Context: an optimization exercise on an open-source flow, tuned for small area. The choices shown serve that exercise and are no tape-out recipe.
Function was checked by simulation only, so behaviour that the tests miss may differ from the original. The flow treats the clock pin as an ideal source, which a real chip does not have.

==> trial 70: inputs <==
==> flow/design.v <==
module in_pair #(
    parameter WIDTH = 64
) (
    input clk, reset,
    input send,                  
    input rd,                    
    input [WIDTH-1:0] dataIn,
    output ready,                
    output intFull,              
    output [WIDTH-1:0] intData   
);
    reg extFull, intFullR;
    reg [WIDTH-1:0] extMem, intMem;
    assign ready   = ~extFull;
    assign intFull = intFullR;
    assign intData = intMem;
    always @(posedge clk) begin
        if (reset) begin
            extFull  <= 1'b0;
            intFullR <= 1'b0;
        end else begin
            intFullR <= extFull | send;
            extFull  <= intFullR & ~rd;
        end
    end
    always @(posedge clk) begin
        intMem <= extFull ? extMem : dataIn;
        extMem <= intMem;
    end
endmodule
module out_pair #(
    parameter WIDTH = 64
) (
    input clk, reset,
    input ready,                 
    input wr0, wr1,              
    input [WIDTH-1:0] dataIn0, dataIn1,
    output send,                 
    output intEmpty,             
    output [WIDTH-1:0] extData   
);
    reg extFull, intFullR;
    reg [WIDTH-1:0] extMem, intMem;
    assign send     = extFull & ready;
    assign intEmpty = ~intFullR;
    assign extData  = extMem;
    always @(posedge clk) begin
        if (reset) begin
            extFull  <= 1'b0;
            intFullR <= 1'b0;
        end else begin
            extFull  <= intFullR | wr0 | wr1;
            intFullR <= extFull & ~ready;
        end
    end
    always @(posedge clk) begin
        extMem <= ({WIDTH{intFullR}} & intMem) | ({WIDTH{wr0}} & dataIn0) | ({WIDTH{wr1}} & dataIn1);
        intMem <= extMem;
    end
endmodule
module rotating_prioritizer (
    input clk, reset,
    input req0, req1,
    output grant0, grant1
);
    reg priInt, priExt;
    assign grant0 = req0 & (~req1 | priInt);
    assign grant1 = req1 & (~req0 | ~priInt);
    always @(posedge clk) begin
        if (reset) begin
            priInt <= 1'b1;
            priExt <= 1'b1;
        end else begin
            priInt <= priExt;
            priExt <= ~(req0 & req1 & priInt);
        end
    end
endmodule
module cardinal_router
#(
    parameter PACKET_SIZE = 64
)
(
    input clk, reset,                     
    output polarity,
    input cwsi,                          
    output cwri,                         
    input [PACKET_SIZE - 1:0] cwdi,      
    input ccwsi,                         
    output ccwri,                        
    input [PACKET_SIZE - 1:0] ccwdi,     
    input pesi,                          
    output peri,                         
    input [PACKET_SIZE - 1:0] pedi,      
    output cwso,                         
    input cwro,                          
    output [PACKET_SIZE - 1:0] cwdo,     
    output ccwso,                        
    input ccwro,                         
    output [PACKET_SIZE - 1:0] ccwdo,    
    output peso,                         
    input pero,                          
    output [PACKET_SIZE - 1:0] pedo      
);
    reg polarityReg;
    assign polarity = polarityReg;
    always @(posedge clk) begin
        if (reset) polarityReg <= 1'b0;
        else       polarityReg <= ~polarityReg;
    end
    wire fullCwi, fullCcwi, fullPei;
    wire rdCwi, rdCcwi, rdPei;
    wire [PACKET_SIZE - 1:0] dataCwi, dataCcwi, dataPei;
    in_pair #(PACKET_SIZE) bufCwi  (.clk(clk), .reset(reset), .send(cwsi),  .rd(rdCwi),  .dataIn(cwdi),
                                    .ready(cwri),  .intFull(fullCwi),  .intData(dataCwi));
    in_pair #(PACKET_SIZE) bufCcwi (.clk(clk), .reset(reset), .send(ccwsi), .rd(rdCcwi), .dataIn(ccwdi),
                                    .ready(ccwri), .intFull(fullCcwi), .intData(dataCcwi));
    in_pair #(PACKET_SIZE) bufPei  (.clk(clk), .reset(reset), .send(pesi),  .rd(rdPei),  .dataIn(pedi),
                                    .ready(peri),  .intFull(fullPei),  .intData(dataPei));
    wire emptyCwo, emptyCcwo, emptyPeo;
    wire reqCwiCwo   = fullCwi  &  dataCwi[48]  & emptyCwo;
    wire reqCwiPeo   = fullCwi  & ~dataCwi[48]  & emptyPeo;
    wire reqCcwiCcwo = fullCcwi &  dataCcwi[48] & emptyCcwo;
    wire reqCcwiPeo  = fullCcwi & ~dataCcwi[48] & emptyPeo;
    wire reqPeiCwo   = fullPei  & ~dataPei[62]  & emptyCwo;
    wire reqPeiCcwo  = fullPei  &  dataPei[62]  & emptyCcwo;
    wire grantCwiCwo, grantPeiCwo, grantCcwiCcwo, grantPeiCcwo, grantCwiPeo, grantCcwiPeo;
    rotating_prioritizer arbiterCwo  (.clk(clk), .reset(reset), .req0(reqCwiCwo),   .req1(reqPeiCwo),
                                      .grant0(grantCwiCwo),   .grant1(grantPeiCwo));
    rotating_prioritizer arbiterCcwo (.clk(clk), .reset(reset), .req0(reqCcwiCcwo), .req1(reqPeiCcwo),
                                      .grant0(grantCcwiCcwo), .grant1(grantPeiCcwo));
    rotating_prioritizer arbiterPeo  (.clk(clk), .reset(reset), .req0(reqCwiPeo),   .req1(reqCcwiPeo),
                                      .grant0(grantCwiPeo),   .grant1(grantCcwiPeo));
    function [PACKET_SIZE - 2:0] hop;
        input [PACKET_SIZE - 1:0] p;
        begin
            hop = {p[63:56], p[55:49], p[47:0]};
        end
    endfunction
    wire [PACKET_SIZE - 2:0] dataOutCwo, dataOutCcwo, dataOutPeo;
    assign cwdo  = {dataOutCwo[62:55],  1'b0, dataOutCwo[54:0]};
    assign ccwdo = {dataOutCcwo[62:55], 1'b0, dataOutCcwo[54:0]};
    assign pedo  = {dataOutPeo[62:55],  1'b0, dataOutPeo[54:0]};
    out_pair #(PACKET_SIZE - 1) bufCwo  (.clk(clk), .reset(reset), .ready(cwro),  .wr0(grantCwiCwo),   .wr1(grantPeiCwo),  .dataIn0(hop(dataCwi)),  .dataIn1(hop(dataPei)),
                                     .send(cwso),  .intEmpty(emptyCwo),  .extData(dataOutCwo));
    out_pair #(PACKET_SIZE - 1) bufCcwo (.clk(clk), .reset(reset), .ready(ccwro), .wr0(grantCcwiCcwo), .wr1(grantPeiCcwo), .dataIn0(hop(dataCcwi)), .dataIn1(hop(dataPei)),
                                     .send(ccwso), .intEmpty(emptyCcwo), .extData(dataOutCcwo));
    out_pair #(PACKET_SIZE - 1) bufPeo  (.clk(clk), .reset(reset), .ready(pero),  .wr0(grantCwiPeo),   .wr1(grantCcwiPeo), .dataIn0(hop(dataCwi)),  .dataIn1(hop(dataCcwi)),
                                     .send(peso),  .intEmpty(emptyPeo),  .extData(dataOutPeo));
    assign rdCwi  = grantCwiCwo | grantCwiPeo;
    assign rdCcwi = grantCcwiCcwo | grantCcwiPeo;
    assign rdPei  = grantPeiCwo | grantPeiCcwo;
endmodule
==> flow/flow/run.sh <==
#!/bin/bash
# The standard layout (standard.sh) with three changes:
#  - synthesis maps the logic with ABC's area mapper (flow/abc_map.script);
#    everything else in synth_recipe.tcl is kept as it is,
#  - the port buffers are the smallest buffer cell,
#  - clock tree synthesis clusters up to 30 sinks per leaf buffer and adds no
#    dummy loads.
set -euo pipefail
W=$PWD
{ head -n 1 synth_recipe.tcl; echo "source $W/flow/abc_override.tcl"; tail -n +2 synth_recipe.tcl; } > synth_area.tcl
sed "s#SYNTH_SCRIPT=[^ ]*synth_recipe.tcl#SYNTH_SCRIPT=$W/synth_area.tcl#" standard.sh > standard_area.sh
grep -q "SYNTH_SCRIPT=$W/synth_area.tcl" standard_area.sh
export FLOW_ABC_SCRIPT=$W/flow/abc_map.script
export BUFFER_PORTS_ARGS="-buffer_cell sky130_fd_sc_hd__buf_1"
export CTS_ARGS="-sink_clustering_enable -repair_clock_nets -dont_use_dummy_load -sink_clustering_size 30 -sink_clustering_max_diameter 100 -buf_list \"sky130_fd_sc_hd__clkbuf_8 sky130_fd_sc_hd__clkbuf_16\""
bash standard_area.sh > standard.log 2>&1
==> flow/flow/abc_map.script <==
strash
dch
amap
topo
dnsize -c
==> flow/flow/abc_override.tcl <==
# Technology mapping with ABC's area mapper (amap) in place of the speed script.
# Only the combinational mapping changes: the registers are mapped before ABC
# runs, so they keep the standard synthesis's names and cells.
proc abc {args} {
  set i [lsearch -exact $args -script]
  if { $i >= 0 } { lset args [expr { $i + 1 }] $::env(FLOW_ABC_SCRIPT) }
  yosys abc {*}$args
}
==> flow/standard.sh <==
#!/bin/bash
# synth_recipe.tcl (not shown) runs the flow's synth.tcl, then flattens the netlist and writes it again
# the make line also repeats each setting of config.mk as NAME=value (left out here)
make -C /OpenROAD-flow-scripts/flow DESIGN_CONFIG=/design/flow/config.mk WORK_HOME=/design/flow/orfs CLKGATE_MAP_FILE= SYNTH_SCRIPT=/design/flow/synth_recipe.tcl "${@:-finish}"
==> flow/config.mk <==
export PLATFORM = sky130hd
export DESIGN_NAME = cardinal_router
export DESIGN_NICKNAME = cardinal_router
export VERILOG_FILES = /design/flow/design.v
export SDC_FILE = /design/flow/constraint.sdc
export NUM_CORES = 4
export LEC_CHECK = 0
export CAP_MARGIN = 20
export CORE_MARGIN = 2
export CORE_UTILIZATION = 40
export SLEW_MARGIN = 20
==> flow/constraint.sdc <==
create_clock -name core_clock -period 4.0 [get_ports {clk}]
set_input_delay 0.8000 -clock core_clock [delete_from_list [all_inputs] [get_ports {clk}]]
set_output_delay 0.8000 -clock core_clock [all_outputs]
set_load 0.01 [all_outputs]
==> build 25: changes against trial 70 <==
--- a/flow/flow/run.sh
+++ b/flow/flow/run.sh
@@ -14,3 +14,3 @@
 export BUFFER_PORTS_ARGS="-buffer_cell sky130_fd_sc_hd__buf_1"
-export CTS_ARGS="-sink_clustering_enable -repair_clock_nets -dont_use_dummy_load -sink_clustering_size 30 -sink_clustering_max_diameter 100 -buf_list \"sky130_fd_sc_hd__clkbuf_8 sky130_fd_sc_hd__clkbuf_16\""
+export CTS_ARGS="-sink_clustering_enable -repair_clock_nets -dont_use_dummy_load -sink_clustering_size 35 -sink_clustering_max_diameter 120"
 bash standard_area.sh > standard.log 2>&1
==> trial 64: changes against trial 70 <==
==> flow/flow/run.sh (replaced) <==
#!/bin/bash
# Standard layout, with the port buffers made of the smallest buffer cell
# and custom clock tree synthesis arguments.
set -e
export BUFFER_PORTS_ARGS="-buffer_cell sky130_fd_sc_hd__buf_1"
export CTS_ARGS="-sink_clustering_enable -repair_clock_nets -dont_use_dummy_load -sink_clustering_size 30 -sink_clustering_max_diameter 100"
bash standard.sh > standard.log 2>&1
removed: flow/flow/abc_map.script
removed: flow/flow/abc_override.tcl
==> build 28: changes against trial 70 <==
==> flow/design.v, changed modules only <==
module out_pair #(
    parameter WIDTH = 64
) (
    input clk, reset,
    input ready,                 
    input wr,                    
    input [WIDTH-1:0] dataIn,
    output send,                 
    output intEmpty,             
    output [WIDTH-1:0] extData   
);
    reg extFull, intFullR;
    reg [WIDTH-1:0] extMem, intMem;
    assign send     = extFull & ready;
    assign intEmpty = ~intFullR;
    assign extData  = extMem;
    always @(posedge clk) begin
        if (reset) begin
            extFull  <= 1'b0;
            intFullR <= 1'b0;
        end else begin
            extFull  <= intFullR | wr;
            intFullR <= extFull & ~ready;
        end
    end
    always @(posedge clk) begin
        extMem <= intFullR ? intMem : dataIn;
        intMem <= extMem;
    end
endmodule
module cardinal_router
#(
    parameter PACKET_SIZE = 64
)
(
    input clk, reset,                     
    output polarity,
    input cwsi,                          
    output cwri,                         
    input [PACKET_SIZE - 1:0] cwdi,      
    input ccwsi,                         
    output ccwri,                        
    input [PACKET_SIZE - 1:0] ccwdi,     
    input pesi,                          
    output peri,                         
    input [PACKET_SIZE - 1:0] pedi,      
    output cwso,                         
    input cwro,                          
    output [PACKET_SIZE - 1:0] cwdo,     
    output ccwso,                        
    input ccwro,                         
    output [PACKET_SIZE - 1:0] ccwdo,    
    output peso,                         
    input pero,                          
    output [PACKET_SIZE - 1:0] pedo      
);
    reg polarityReg;
    assign polarity = polarityReg;
    always @(posedge clk) begin
        if (reset) polarityReg <= 1'b0;
        else       polarityReg <= ~polarityReg;
    end
    wire fullCwi, fullCcwi, fullPei;
    wire rdCwi, rdCcwi, rdPei;
    wire [PACKET_SIZE - 1:0] dataCwi, dataCcwi, dataPei;
    in_pair #(PACKET_SIZE) bufCwi  (.clk(clk), .reset(reset), .send(cwsi),  .rd(rdCwi),  .dataIn(cwdi),
                                    .ready(cwri),  .intFull(fullCwi),  .intData(dataCwi));
    in_pair #(PACKET_SIZE) bufCcwi (.clk(clk), .reset(reset), .send(ccwsi), .rd(rdCcwi), .dataIn(ccwdi),
                                    .ready(ccwri), .intFull(fullCcwi), .intData(dataCcwi));
    in_pair #(PACKET_SIZE) bufPei  (.clk(clk), .reset(reset), .send(pesi),  .rd(rdPei),  .dataIn(pedi),
                                    .ready(peri),  .intFull(fullPei),  .intData(dataPei));
    wire emptyCwo, emptyCcwo, emptyPeo;
    wire wrCwo, wrCcwo, wrPeo;
    wire [PACKET_SIZE - 2:0] dataInCwo, dataInCcwo, dataInPeo;
    wire [PACKET_SIZE - 2:0] dataOutCwo, dataOutCcwo, dataOutPeo;
    assign cwdo  = {dataOutCwo[62:55],  1'b0, dataOutCwo[54:0]};
    assign ccwdo = {dataOutCcwo[62:55], 1'b0, dataOutCcwo[54:0]};
    assign pedo  = {dataOutPeo[62:55],  1'b0, dataOutPeo[54:0]};
    out_pair #(PACKET_SIZE - 1) bufCwo  (.clk(clk), .reset(reset), .ready(cwro),  .wr(wrCwo),  .dataIn(dataInCwo),
                                     .send(cwso),  .intEmpty(emptyCwo),  .extData(dataOutCwo));
    out_pair #(PACKET_SIZE - 1) bufCcwo (.clk(clk), .reset(reset), .ready(ccwro), .wr(wrCcwo), .dataIn(dataInCcwo),
                                     .send(ccwso), .intEmpty(emptyCcwo), .extData(dataOutCcwo));
    out_pair #(PACKET_SIZE - 1) bufPeo  (.clk(clk), .reset(reset), .ready(pero),  .wr(wrPeo),  .dataIn(dataInPeo),
                                     .send(peso),  .intEmpty(emptyPeo),  .extData(dataOutPeo));
    wire reqCwiCwo   = fullCwi  &  dataCwi[48]  & emptyCwo;
    wire reqCwiPeo   = fullCwi  & ~dataCwi[48]  & emptyPeo;
    wire reqCcwiCcwo = fullCcwi &  dataCcwi[48] & emptyCcwo;
    wire reqCcwiPeo  = fullCcwi & ~dataCcwi[48] & emptyPeo;
    wire reqPeiCwo   = fullPei  & ~dataPei[62]  & emptyCwo;
    wire reqPeiCcwo  = fullPei  &  dataPei[62]  & emptyCcwo;
    wire grantCwiCwo, grantPeiCwo, grantCcwiCcwo, grantPeiCcwo, grantCwiPeo, grantCcwiPeo;
    rotating_prioritizer arbiterCwo  (.clk(clk), .reset(reset), .req0(reqCwiCwo),   .req1(reqPeiCwo),
                                      .grant0(grantCwiCwo),   .grant1(grantPeiCwo));
    rotating_prioritizer arbiterCcwo (.clk(clk), .reset(reset), .req0(reqCcwiCcwo), .req1(reqPeiCcwo),
                                      .grant0(grantCcwiCcwo), .grant1(grantPeiCcwo));
    rotating_prioritizer arbiterPeo  (.clk(clk), .reset(reset), .req0(reqCwiPeo),   .req1(reqCcwiPeo),
                                      .grant0(grantCwiPeo),   .grant1(grantCcwiPeo));
    assign rdCwi  = grantCwiCwo | grantCwiPeo;
    assign rdCcwi = grantCcwiCcwo | grantCcwiPeo;
    assign rdPei  = grantPeiCwo | grantPeiCcwo;
    assign wrCwo  = grantCwiCwo | grantPeiCwo;
    assign wrCcwo = grantCcwiCcwo | grantPeiCcwo;
    assign wrPeo  = grantCwiPeo | grantCcwiPeo;
    function [PACKET_SIZE - 2:0] hop;
        input [PACKET_SIZE - 1:0] p;
        begin
            hop = {p[63:56], p[55:49], p[47:0]};
        end
    endfunction
    assign dataInCwo  = grantPeiCwo  ? hop(dataPei)  : hop(dataCwi);
    assign dataInCcwo = grantPeiCcwo ? hop(dataPei)  : hop(dataCcwi);
    assign dataInPeo  = grantCcwiPeo ? hop(dataCcwi) : hop(dataCwi);
endmodule
==> flow/run.sh (new file) <==
#!/bin/bash
# synth_recipe.tcl (not shown) runs the flow's synth.tcl, then flattens the netlist and writes it again
# the make line also repeats each setting of config.mk as NAME=value (left out here)
make -C /OpenROAD-flow-scripts/flow DESIGN_CONFIG=/design/flow/config.mk WORK_HOME=/design/flow/orfs CLKGATE_MAP_FILE= SYNTH_SCRIPT=/design/flow/synth_recipe.tcl finish
removed: flow/flow/run.sh
removed: flow/flow/abc_map.script
removed: flow/flow/abc_override.tcl
removed: flow/standard.sh
==> notes <==
- Build 28 completed without violations. Trial 70 finished clean. Trial 64 passed the timing, DRC and antenna checks. Build 25 produced a clean layout.
- Of build 25 and trial 64, trial 64 has the higher synthesized area (gap 6.9%, measured against trial 64).
- In synthesized cell count, build 25 and trial 70 do not differ.
- Of trial 70 and build 28, trial 70 has the higher non-clock buffer count (gap 1).
- Global-route usage: trial 64 < build 25 < trial 70 < build 28.
- Clock-buffer cell count, highest first: build 28, trial 70, trial 64, build 25.
- Cell area: build 25 < trial 70 < trial 64 < build 28.

## afterwards: timing with drivers on the ports
No port has a modelled driver above. Below, the same layouts with a new extraction and two added sets of constraints. Step 1, drivers: a clkbuf_16 drives clk and a buf_2 each remaining input, both assumed. Step 2 times the ports against the registers' clock, not the clock port: input delays grow and output delays shrink by t, the midpoint of the rising clock arrivals with the driver on. Slacks: ideal ports / drivers / drivers and shift; pairs: ideal ports / drivers.
run	t, ns	slack for setup (ns)	worst slew at a driven data input, ns
trial 70	0.647	0.706 / 0.650 / 1.296	0.09
build 25	0.637	0.721 / 0.666 / 1.304	0.08
trial 64	0.666	1.498 / 1.439 / 1.758	0.09
build 28	0.667	1.190 / 1.130 / 1.244	0.13
After both steps setup and hold are still met in every run listed.
